This design comes from an exercise in tuning for small area, a short achievable clock period and few clock cycles on the open sky130 flow, not from production work.
The RTL was checked by simulation tests, not by an equivalence proof against the original design.
No activity file was given, so power comes from the tool's default toggle rates.

File: flow/flow/run.sh
#!/bin/bash
# The standard layout with these changes:
#  - the port buffers are buf_1 cells rather than the delay buffers
#    buffer_ports picks by default.
# Each make run's full output goes to its own log file here.
set -euo pipefail
B="BUFFER_PORTS_ARGS=-buffer_cell sky130_fd_sc_hd__buf_1"
bash standard.sh SETUP_SLACK_MARGIN=6.5 "$B" cts > make_cts.log 2>&1
bash standard.sh SETUP_SLACK_MARGIN=0 "$B" finish > make_finish.log 2>&1
File: flow/standard.sh
#!/bin/bash
# synth_recipe.tcl (not shown) runs the flow's synth.tcl, then flattens the netlist and writes it again
# the make line also repeats each setting of config.mk as NAME=value (left out here)
make -C /OpenROAD-flow-scripts/flow DESIGN_CONFIG=/design/flow/config.mk WORK_HOME=/design/flow/orfs CLKGATE_MAP_FILE= SYNTH_SCRIPT=/design/flow/synth_recipe.tcl "${@:-finish}"
File: flow/config.mk
export PLATFORM = sky130hd
export DESIGN_NAME = packet_chopper
export DESIGN_NICKNAME = packet_chopper
export VERILOG_FILES = /design/flow/design.v
export SDC_FILE = /design/flow/constraint.sdc
export NUM_CORES = 4
export LEC_CHECK = 0
export ABC_AREA = 1
export CAP_MARGIN = 20
export CORE_MARGIN = 2
export CORE_UTILIZATION = 45
export PLACE_DENSITY = 0.65
export SLEW_MARGIN = 20
File: flow/constraint.sdc
create_clock -name core_clock -period 10.0 [get_ports {Clk}]
set_input_delay 2.0000 -clock core_clock [delete_from_list [all_inputs] [get_ports {Clk}]]
set_output_delay 2.0000 -clock core_clock [all_outputs]
set_load 0.01 [all_outputs]
File: flow/design.v
`timescale 1ns / 1ps
module sync_fifo (
	input				Clk,
	input				Rst,
	output reg			InBus_Rdy,
	input				InBus_Val,
	input				InBus_Eop,
	input [7:0]			InBus_Mod,
	input [63:0]		InBus_Dat,
	output				wr,
	input [2:0]			free,		 
	output reg [63:0]	slot0,
	output reg [63:0]	slot1,
	output reg [63:0]	slot2,
	output reg [2:0]	eop,		 
	output reg [8:0]	last,		 
	output reg [2:0]	val,
	output reg [2:0]	wp			 
);
assign wr = InBus_Val && InBus_Rdy;
wire [2:0]	wsel     = wr ? wp : 3'b000;
wire [2:0]	load     = InBus_Rdy ? wp : 3'b000;
wire [2:0]	val_next = (val & ~free) | wsel;
wire [2:0]	wp_next  = wr ? {wp[1:0], wp[2]} : wp;
wire [2:0]	last_in  = InBus_Mod[2:0] - 3'd1;	 
always @(posedge Clk)
begin
	if (load[0]) begin slot0 <= InBus_Dat; eop[0] <= InBus_Eop; last[2:0] <= last_in; end
	if (load[1]) begin slot1 <= InBus_Dat; eop[1] <= InBus_Eop; last[5:3] <= last_in; end
	if (load[2]) begin slot2 <= InBus_Dat; eop[2] <= InBus_Eop; last[8:6] <= last_in; end
end
always @(posedge Clk)
begin
	if (Rst)
	begin
		val			<= 3'b000;
		wp			<= 3'b001;
		InBus_Rdy	<= 1'b1;
	end
	else
	begin
		val			<= val_next;
		wp			<= wp_next;
		InBus_Rdy	<= ~|(val_next & wp_next);
	end
end
endmodule
`timescale 1ns / 1ps
module receive_packet (
	input				Rst,
	input				Clk,
	input				wr,
	input				InBus_Sop,
	input				InBus_Eop,
	input [7:0]			InBus_Mod,
	input [15:0]		InBus_Len,
	output reg			InBus_Error
);
reg [15:0]	beat_length;	 
wire		mod_bad = InBus_Eop ? (InBus_Mod > 8'd8) : (InBus_Mod != 8'd0);
wire [3:0]	beat_bytes = (InBus_Mod[3:0] == 4'd0) ? 4'd8 : InBus_Mod[3:0];
wire [15:0]	rest_length = beat_length - 16'd8;
wire [15:0]	cur_len = InBus_Sop ? InBus_Len : rest_length;
always @(posedge Clk)
begin
	if (wr)
		beat_length	<= cur_len;
end
always @(posedge Clk)
begin
	if (Rst)
		InBus_Error	<= 1'b0;
	else if (wr && (mod_bad || (InBus_Eop && (cur_len != {12'b0, beat_bytes}))))
		InBus_Error	<= 1'b1;
end
endmodule
`timescale 1ns / 1ps
module out_packet (	 
    input 						Rst,   
    input 						Clk,   
	input [63:0]				slot0,
	input [63:0]				slot1,
	input [63:0]				slot2,
	input [2:0]					eop,
	input [8:0]					last,
	input [2:0]					val,
	output [2:0]				free,
    output reg					OutBus_Val,   
    output reg					OutBus_Sop,   
    output reg					OutBus_Eop,   
    output reg [3:0]			OutBus_Mod,   
    output reg [63:0]			OutBus_Dat,   
    output reg [15:0] 			OutBus_PktLen,   
    output reg [7:0] 			OutBus_PktType   
    );
reg [2:0]		s;			 
reg [2:0]		a;			 
reg				insub;		 
reg [15:3]		rem;		 
reg				lastc;		 
reg [4:0]		lastc_end;	 
reg				nb_ok;		 
reg [3:0]		nb_k;		 
reg				nb_le8;		 
reg [4:0]		nb_end;		 
reg				nb_span;	 
wire [2:0]		s1 = {s[1:0], s[2]};
wire [2:0]		s2 = {s[0], s[2:1]};
wire [63:0]		cur = ({64{s[0]}} & slot0) | ({64{s[1]}} & slot1) | ({64{s[2]}} & slot2);
wire [63:0]		nxt = ({64{s[2]}} & slot0) | ({64{s[0]}} & slot1) | ({64{s[1]}} & slot2);
wire			cur_val = |(s & val);
wire			nxt_val = |(s1 & val);
wire			cur_eop = |(s & eop);
wire			nxt_eop = |(s1 & eop);
wire [2:0]		cur_last = ({3{s[0]}} & last[2:0]) | ({3{s[1]}} & last[5:3]) | ({3{s[2]}} & last[8:6]);
wire [2:0]		nxt_last = ({3{s[2]}} & last[2:0]) | ({3{s[0]}} & last[5:3]) | ({3{s[1]}} & last[8:6]);
reg [63:0]		lane_mask;
always @*
begin
	case (a)
	3'd0: lane_mask = 64'hFFFF_FFFF_FFFF_FFFF;
	3'd1: lane_mask = 64'h00FF_FFFF_FFFF_FFFF;
	3'd2: lane_mask = 64'h0000_FFFF_FFFF_FFFF;
	3'd3: lane_mask = 64'h0000_00FF_FFFF_FFFF;
	3'd4: lane_mask = 64'h0000_0000_FFFF_FFFF;
	3'd5: lane_mask = 64'h0000_0000_00FF_FFFF;
	3'd6: lane_mask = 64'h0000_0000_0000_FFFF;
	default: lane_mask = 64'h0000_0000_0000_00FF;
	endcase
end
wire [63:0]		merged = (cur & lane_mask) | (nxt & ~lane_mask);
wire [127:0]	rot2   = {merged, merged} << {a, 3'b000};
wire [63:0]		beat   = rot2[127:64];
wire [15:0]		hdr_len  = beat[63:48];
wire [7:0]		hdr_type = beat[47:40];
wire			rle8  = lastc;
wire [3:0]		rk    = (lastc && OutBus_PktLen[2:0] != 3'd0) ? {1'b0, OutBus_PktLen[2:0]} : 4'd8;
wire [4:0]		r_end = lastc ? lastc_end : {2'b01, a};
wire			le8   = insub ? rle8  : nb_le8;
wire [3:0]		k     = insub ? rk    : nb_k;
wire [4:0]		e     = insub ? r_end : nb_end;
wire			span  = insub ? (r_end > 5'd8) : nb_span;
wire			pge8  = e[4] | e[3];
wire			go    = cur_val && (insub || nb_ok) && (nxt_val || !span);
wire [4:0]		end_cur  = {2'b00, cur_last} + 5'd1;
wire [4:0]		end_nxt  = {2'b00, nxt_last} + 5'd9;
wire			jump_cur = le8 && cur_eop && (e == end_cur);
wire			jump_nxt = le8 && nxt_eop && (e == end_nxt);
wire			jump     = jump_cur || jump_nxt;
wire [63:0]		keep  = ~(64'hFFFF_FFFF_FFFF_FFFF >> {k, 3'b000});
assign free = ({3{go && (pge8 || jump)}} & s) | ({3{go && jump_nxt}} & s1);
wire			here  = !insub && !nb_ok;
wire			adv   = !here && pge8;
wire [2:0]		ha    = here ? a : e[2:0];			 
wire [63:0]		s2_dat = ({64{s[1]}} & slot0) | ({64{s[2]}} & slot1) | ({64{s[0]}} & slot2);
wire			s2_val = |(s2 & val);
wire [63:0]		h_cur = adv ? nxt : cur;
wire [7:0]		h_nxt = adv ? s2_dat[63:56] : nxt[63:56];
wire			hn_ok = (adv ? nxt_val : cur_val) && (ha != 3'd7 || (adv ? s2_val : nxt_val));
reg				hn_le8;
reg [3:0]		hn_k;
reg [4:0]		hn_end;
reg [3:0]		l_k;
reg [7:0]		l_hi, l_lo;
reg				l_le8;
integer			l;
always @*
begin
	hn_le8 = 1'b0;
	hn_k   = 4'd0;
	hn_end = 5'd0;
	for (l = 0; l < 8; l = l + 1)
	begin
		l_hi  = h_cur[63-8*l -: 8];
		l_lo  = (l < 7) ? h_cur[55-8*l -: 8] : h_nxt;
		l_le8 = (l_hi == 8'd0) && (l_lo <= 8'd8);
		l_k   = l_le8 ? l_lo[3:0] : 4'd8;
		if (ha == l)
		begin
			hn_le8 = l_le8;
			hn_k   = l_k;
			hn_end = l + l_k;
		end
	end
end
wire [2:0]		js    = jump_nxt ? s2 : s1;			 
wire [15:0]		jn    = jump_nxt ? s2_dat[39:24] : nxt[39:24];
wire			jn_ok = jump_nxt ? s2_val : nxt_val;
wire			jn_le8 = (jn <= 16'd8);
wire [3:0]		jn_k  = jn_le8 ? jn[3:0] : 4'd8;
wire [4:0]		jn_end = 5'd3 + {1'b0, jn_k};
wire			to_j  = go && jump;
always @(posedge Clk)
begin
	OutBus_Sop		<= !insub;
	OutBus_Eop		<= le8;
	OutBus_Mod		<= k;
	OutBus_Dat		<= beat & keep;
	if (go && !insub)
	begin
		OutBus_PktLen	<= hdr_len;
		OutBus_PktType	<= hdr_type;
	end
	if (go)
		rem			<= insub ? rem - 13'd1 : hdr_len[15:3];
	if (go && !insub)
		lastc_end	<= {2'b00, a} + ((hdr_len[2:0] == 3'd0) ? 5'd8 : {2'b00, hdr_len[2:0]});
	if (go)
		lastc		<= insub ? (rem == 13'd2 || (rem == 13'd3 && OutBus_PktLen[2:0] == 3'd0))
							 : (hdr_len[15:3] == 13'd1 || (hdr_len[15:3] == 13'd2 && hdr_len[2:0] == 3'd0));
	if (go || here)
	begin
		nb_k		<= to_j ? jn_k   : hn_k;
		nb_le8		<= to_j ? jn_le8 : hn_le8;
		nb_end		<= to_j ? jn_end : hn_end;
		nb_span		<= to_j ? (jn_end > 5'd8) : ((hn_end > 5'd8) || (ha[2:1] == 2'b11));
	end
end
always @(posedge Clk)
begin
	if (Rst)
	begin
		s			<= 3'b001;
		a			<= 3'd3;
		insub		<= 1'b0;
		nb_ok		<= 1'b0;
		OutBus_Val	<= 1'b0;
	end
	else
	begin
		OutBus_Val	<= go;
		if (go || here)
			nb_ok	<= to_j ? jn_ok : hn_ok;
		if (go)
		begin
			insub	<= !le8;
			if (jump)
			begin
				s		<= js;
				a		<= 3'd3;
			end
			else
			begin
				if (pge8)
					s	<= s1;
				a		<= e[2:0];
			end
		end
	end
end
endmodule
`timescale 1ns / 1ps
module packet_chopper
(
    input 					Rst,   
    input 					Clk,   
    output 					InBus_Rdy,   
    input 					InBus_Val,   
    input 					InBus_Sop,   
    input 					InBus_Eop,   
    input [7:0]				InBus_Mod,   
    input [63:0]			InBus_Dat,   
    output 					OutBus_Val,   
    output 					OutBus_Sop,   
    output 					OutBus_Eop,   
    output [3:0]			OutBus_Mod,   
    output [63:0]			OutBus_Dat,   
    output [15:0] 			OutBus_PktLen,   
    output [7:0] 			OutBus_PktType,   
    output 					Error				 
    );
wire [63:0]		slot0, slot1, slot2;
wire [2:0]		slot_val;
wire [2:0]		slot_eop;
wire [8:0]		slot_last;
wire [2:0]		slot_wp;
wire [2:0]		slot_free;
wire			wr;
sync_fifo ring_inst (
	.Clk		(Clk),
	.Rst		(Rst),
	.InBus_Rdy	(InBus_Rdy),
	.InBus_Val	(InBus_Val),
	.InBus_Eop	(InBus_Eop),
	.InBus_Mod	(InBus_Mod),
	.InBus_Dat	(InBus_Dat),
	.wr			(wr),
	.free		(slot_free),
	.slot0		(slot0),
	.slot1		(slot1),
	.slot2		(slot2),
	.eop		(slot_eop),
	.last		(slot_last),
	.val		(slot_val),
	.wp			(slot_wp)
);
receive_packet recv_packet_inst (
	.Rst		(Rst),
	.Clk		(Clk),
	.wr			(wr),
	.InBus_Sop	(InBus_Sop),
	.InBus_Eop	(InBus_Eop),
	.InBus_Mod	(InBus_Mod),
	.InBus_Len	(InBus_Dat[63:48]),
	.InBus_Error(Error)
);
out_packet out_packet_inst (
	.Rst			(Rst),
	.Clk			(Clk),
	.slot0			(slot0),
	.slot1			(slot1),
	.slot2			(slot2),
	.eop			(slot_eop),
	.last			(slot_last),
	.val			(slot_val),
	.free			(slot_free),
	.OutBus_Val		(OutBus_Val),
	.OutBus_Sop		(OutBus_Sop),
	.OutBus_Eop		(OutBus_Eop),
	.OutBus_Mod		(OutBus_Mod),
	.OutBus_Dat		(OutBus_Dat),
	.OutBus_PktLen	(OutBus_PktLen),
	.OutBus_PktType	(OutBus_PktType)
);
endmodule
==> results.toml <==
[run_status]
run_status = "finished clean"

[sta]
final_max_slew_viol_count = 0
fin_skew_ns = 0.0273
worst_pin_slew_ns = 1.15
period_needed_ns = 3.66
finalCritPeriodShare_pct = 36.6
hold_viol_final = 0
slew_headroom_pct = 22.9
rsz0062_at_grt = "no"
setup_viol = 0
fmax_ghz = 0.273
finalWorstSetupSlack_ns = 6.34
setup_tns_ns = 0

[global_route]
grt_overflow = 0
grt_max_degree = 82
grt_use_total_pct = 28.0
antenna_found_initial = 1
grt_pass1_wl_um = 99600
grt_pass1_vias = 16900

[pwr]
p_int_w = 0.00316
p_clk_share_pct = 29.5
p_switching_w = 0.00178
leakagePower_nw = 9.52
combPwrFrac_pct = 30.8
powerDensity_nw_per_um2 = 215
switching_share_pct = 36.1
peakVddDrop_mv = 0.150
seq_power_share_pct = 39.7

[synthesis]
yosys.area_share.simple_pct = 29.3
netlist_top_cells_count = "nand2_1 (972), edfxtp_1 (274), o21ai_0 (227), nor2_1 (215), inv_1 (191)"
synth_mux_area_share_pct = 0.399
synth.distinct_cells = 53
yosys-top-cells-area = "edfxtp_1 (41%), nand2_1 (18%), dfxtp_1 (8.7%), o21ai_0 (5.7%), nand3_1 (4.4%)"
synthesis.area_um2 = 20100
syn_inst = 2613
yosys.area_share.adder_pct = 1.28
yosys.area_share.xor_xnor_pct = 0.829
yosysWarnings = 3
synth_top_area_share_pct = 41.0
async_reset_ff_share_pct = 0
synth_top_area_cell = "edfxtp_1"
synth_top_family_by_area = "simple AND/OR/NAND/NOR gates"
seq_area_frac_synth_pct = 49.7
ys_ff_latch = 361
synth_edf_count = 274
synth_compound_area_share_pct = 11.9
synth_fp_nets = 2710
synth_flop_cell = "edfxtp_1"
avgSynthCellArea_um2 = 7.68
synth_most_common_cell = "nand2_1"

[final_layout]
drive_above_1_share_pct = 6.51
final_core_util_pct = 52.1
fillers = 4233
area_delta_synth_final_pct = 14.5
layout.nets = 2849

[detailed_routing]
ant_nets = 0
wire_per_inst_um = 19.5
vias = 18500
via_per_inst = 5.48
post-route-drc-count = 0
firstDrtPassIters = 6
drt_iter0_drc = 1672
wl_um = 65800

[setup_path]
r2r_slack_ns = 6.34
reg2reg_depth = 22
required_ns = 10.33
cp-start-kind = "flop"
r2r-start = "out_packet_inst.a[0]"
cp-end-kind = "flop"
cp.arrival_ns = 3.99
worstSetupPathType = "flop to flop"
reg2reg_to = "out_packet_inst.nb_span"
path_max_fanout = 81

[placement]
dp_hpwl_um = 46300
dp_slack_ns = 5.30
port_buffers = 173
gp_congestion = 0.985

[clocking]
cts_tree = "done"
htreeDepth = 2
root_buffer = "clkbuf_16"
numCtsBuffers = 40
cts.sinks = 361
cts.reportedPaths.clkPinSlew_ns = 0.07
clk-insertion-delay-late_ns = 0.57
clockBufferDepth = 3

[die]
die_area_um2 = 46300
fp.dieW_um = 215
rows = 77
start_util_pct = 45.5
dieHeight_um = 215
ios = 174
coreArea_um2 = 44100

[worst_hold_path]
min_path_type = "flop to flop"
holdCritStartpoint = "recv_packet_inst.InBus_Error"
hold_path_depth = 2
min_to = "recv_packet_inst.InBus_Error"

[flow_run]
max-cap-violations = 0
[state kept, by name, summed over array words and instances (netlist names), 5 cells and up]
| name | cells |
|---|---|
| out_packet_inst.OutBus_Dat | 64 |
| out_packet_inst.OutBus_PktLen | 16 |
| out_packet_inst.OutBus_PktType | 8 |
| out_packet_inst.lastc_end | 5 |
| out_packet_inst.nb_end | 5 |
| out_packet_inst.rem | 13 |
| recv_packet_inst.beat_length | 16 |
| ring_inst.last | 9 |
| ring_inst.slot0 | 64 |
| ring_inst.slot1 | 64 |
| ring_inst.slot2 | 64 |
[cell type report]
class	instances	area [um^2]	area share (%)
clock inverters	14	100	0.435
flip-flops and latches	361	9990	43.4
repair inverters	1	5.00	0.0218
multi-input cells	1932	8970	39.0
well taps	592	741	3.22
inverters	201	781	3.39
clock buffers	57	1210	5.27
repair buffers	215	1200	5.20
diodes	1	2.50	0.0109
[metrics by stage]
step                      hold slack (ns)  std cells  power [W]  instance area (um^2)
after global routing                0.533       3373    0.00518                 23000
after floorplan                     0.444       2613    0.00288                 20100
after CTS                           0.486       3373    0.00495                 23000
after global placement              0.484       3276    0.00334                 21100
after detailed placement            0.472       3276    0.00337                 21100
final                               0.485       3374    0.00494                 23000
[logic make-up after synthesis]
| logic type | Yosys count |
|---|---|
| AOI/OAI and AO/OA | 433 |
| xor gates and xnor gates | 19 |
| adders and majority gates | 20 |
| buffers and inverters | 323 |
| DFF | 361 |
| muxes | 8 |
| and+or+nand+nor | 1449 |
[per-layer routing]
metal | wire, um | track usage (%)
met5 | 13 | 0
met1 | 28400 | 37.6
met2 | 30300 | 45.9
met3 | 4740 | 4.61
met4 | 2350 | 9.89
[power by group through the flow]
stage          logic, W  registers, W  clock network [W]
2_1_floorplan  0.000851       0.00203                  0
3_3_place_gp    0.00135       0.00199                  0
3_5_place_dp    0.00137       0.00199                  0
4_1_cts         0.00151       0.00196            0.00148
5_1_grt         0.00166       0.00198            0.00154
6_report        0.00152       0.00196            0.00146
[worst max-delay path, cell delays in order (launching register included)]
cell and delay [ns]:
dfxtp_2 0.32, buf_6 0.40, inv_8 0.21, o21ai_0 0.28, nand2_1 0.19, nand2_1 0.23, nand2_1 0.09, nand2_1 0.07
nor2_1 0.06, nand3_4 0.15, or2_2 0.14, o21ai_1 0.10, o21ai_1 0.19, nand2_1 0.11, nor2_1 0.14, inv_1 0.09
ha_1 0.21, nand3_1 0.11, nand3_1 0.08, nand2_1 0.06, nand2_1 0.04, inv_1 0.05, nand2_1 0.05
[cells in the final DEF (no fill, tap or decap), drive strengths merged, types with 10 or more instances in the layout]
master,instances
buf,213
a31oi,23
a21oi,82
a211oi,10
o21ai,262
nor3,14
clkinv,13
inv,200
nand2,980
xor2,11
ha,19
nand3,180
or2,17
nor2,220
clkbuf,57
dfxtp,87
o211ai,12
nand4,27
o21a,12
edfxtp,274
[timing repair]
action                                  CTS  global route
buffers inserted                         20             0
hold buffers                              0             0
gates resized for setup                  86             0
endpoints found under the setup margin   84             0
[worst max-delay path by stage]
stage | cells past startpoint | endpoint | start | slack [ns]
after floorplan | 16 | recv_packet_inst.InBus_Error | InBus_Mod[0] | 6.43
after global placement | 13 | recv_packet_inst.InBus_Error | InBus_Sop | 5.37
after detailed placement | 13 | recv_packet_inst.InBus_Error | InBus_Sop | 5.30
after CTS | 24 | out_packet_inst.nb_span | out_packet_inst.a[1] | 6.44
after global routing | 24 | out_packet_inst.nb_span | out_packet_inst.s[2] | 6.03
final | 22 | out_packet_inst.nb_span | out_packet_inst.a[0] | 6.34
Testbench counts, summed over its fixed seeds: cycles 9,508.

==> re-timing with driven ports <==
How much do the figures lean on ideal ports? The routed layout below was timed once more, with nothing changed but the port constraints. Step 1 sets driving cells, clkbuf_16 on the clock port and buf_2 on the other inputs (assumed; they add their load-dependent delay and slew). Step 2 also shifts input and output timing later by t, the mid clock arrival at the registers, as if the neighbouring blocks saw the same clock. Three values: no drivers, after step 1, after step 2; two values: the first two.
t (ns): 0.613
setup WS [ns]: 6.340 / 6.340 / 6.000
latest minus earliest clock arrival (ns): 0.028 / 0.028
After both steps this run still meets setup and hold. For this run, drivers alone change the setup slack by 0.000 ns; drivers and shift together by -0.340 ns.
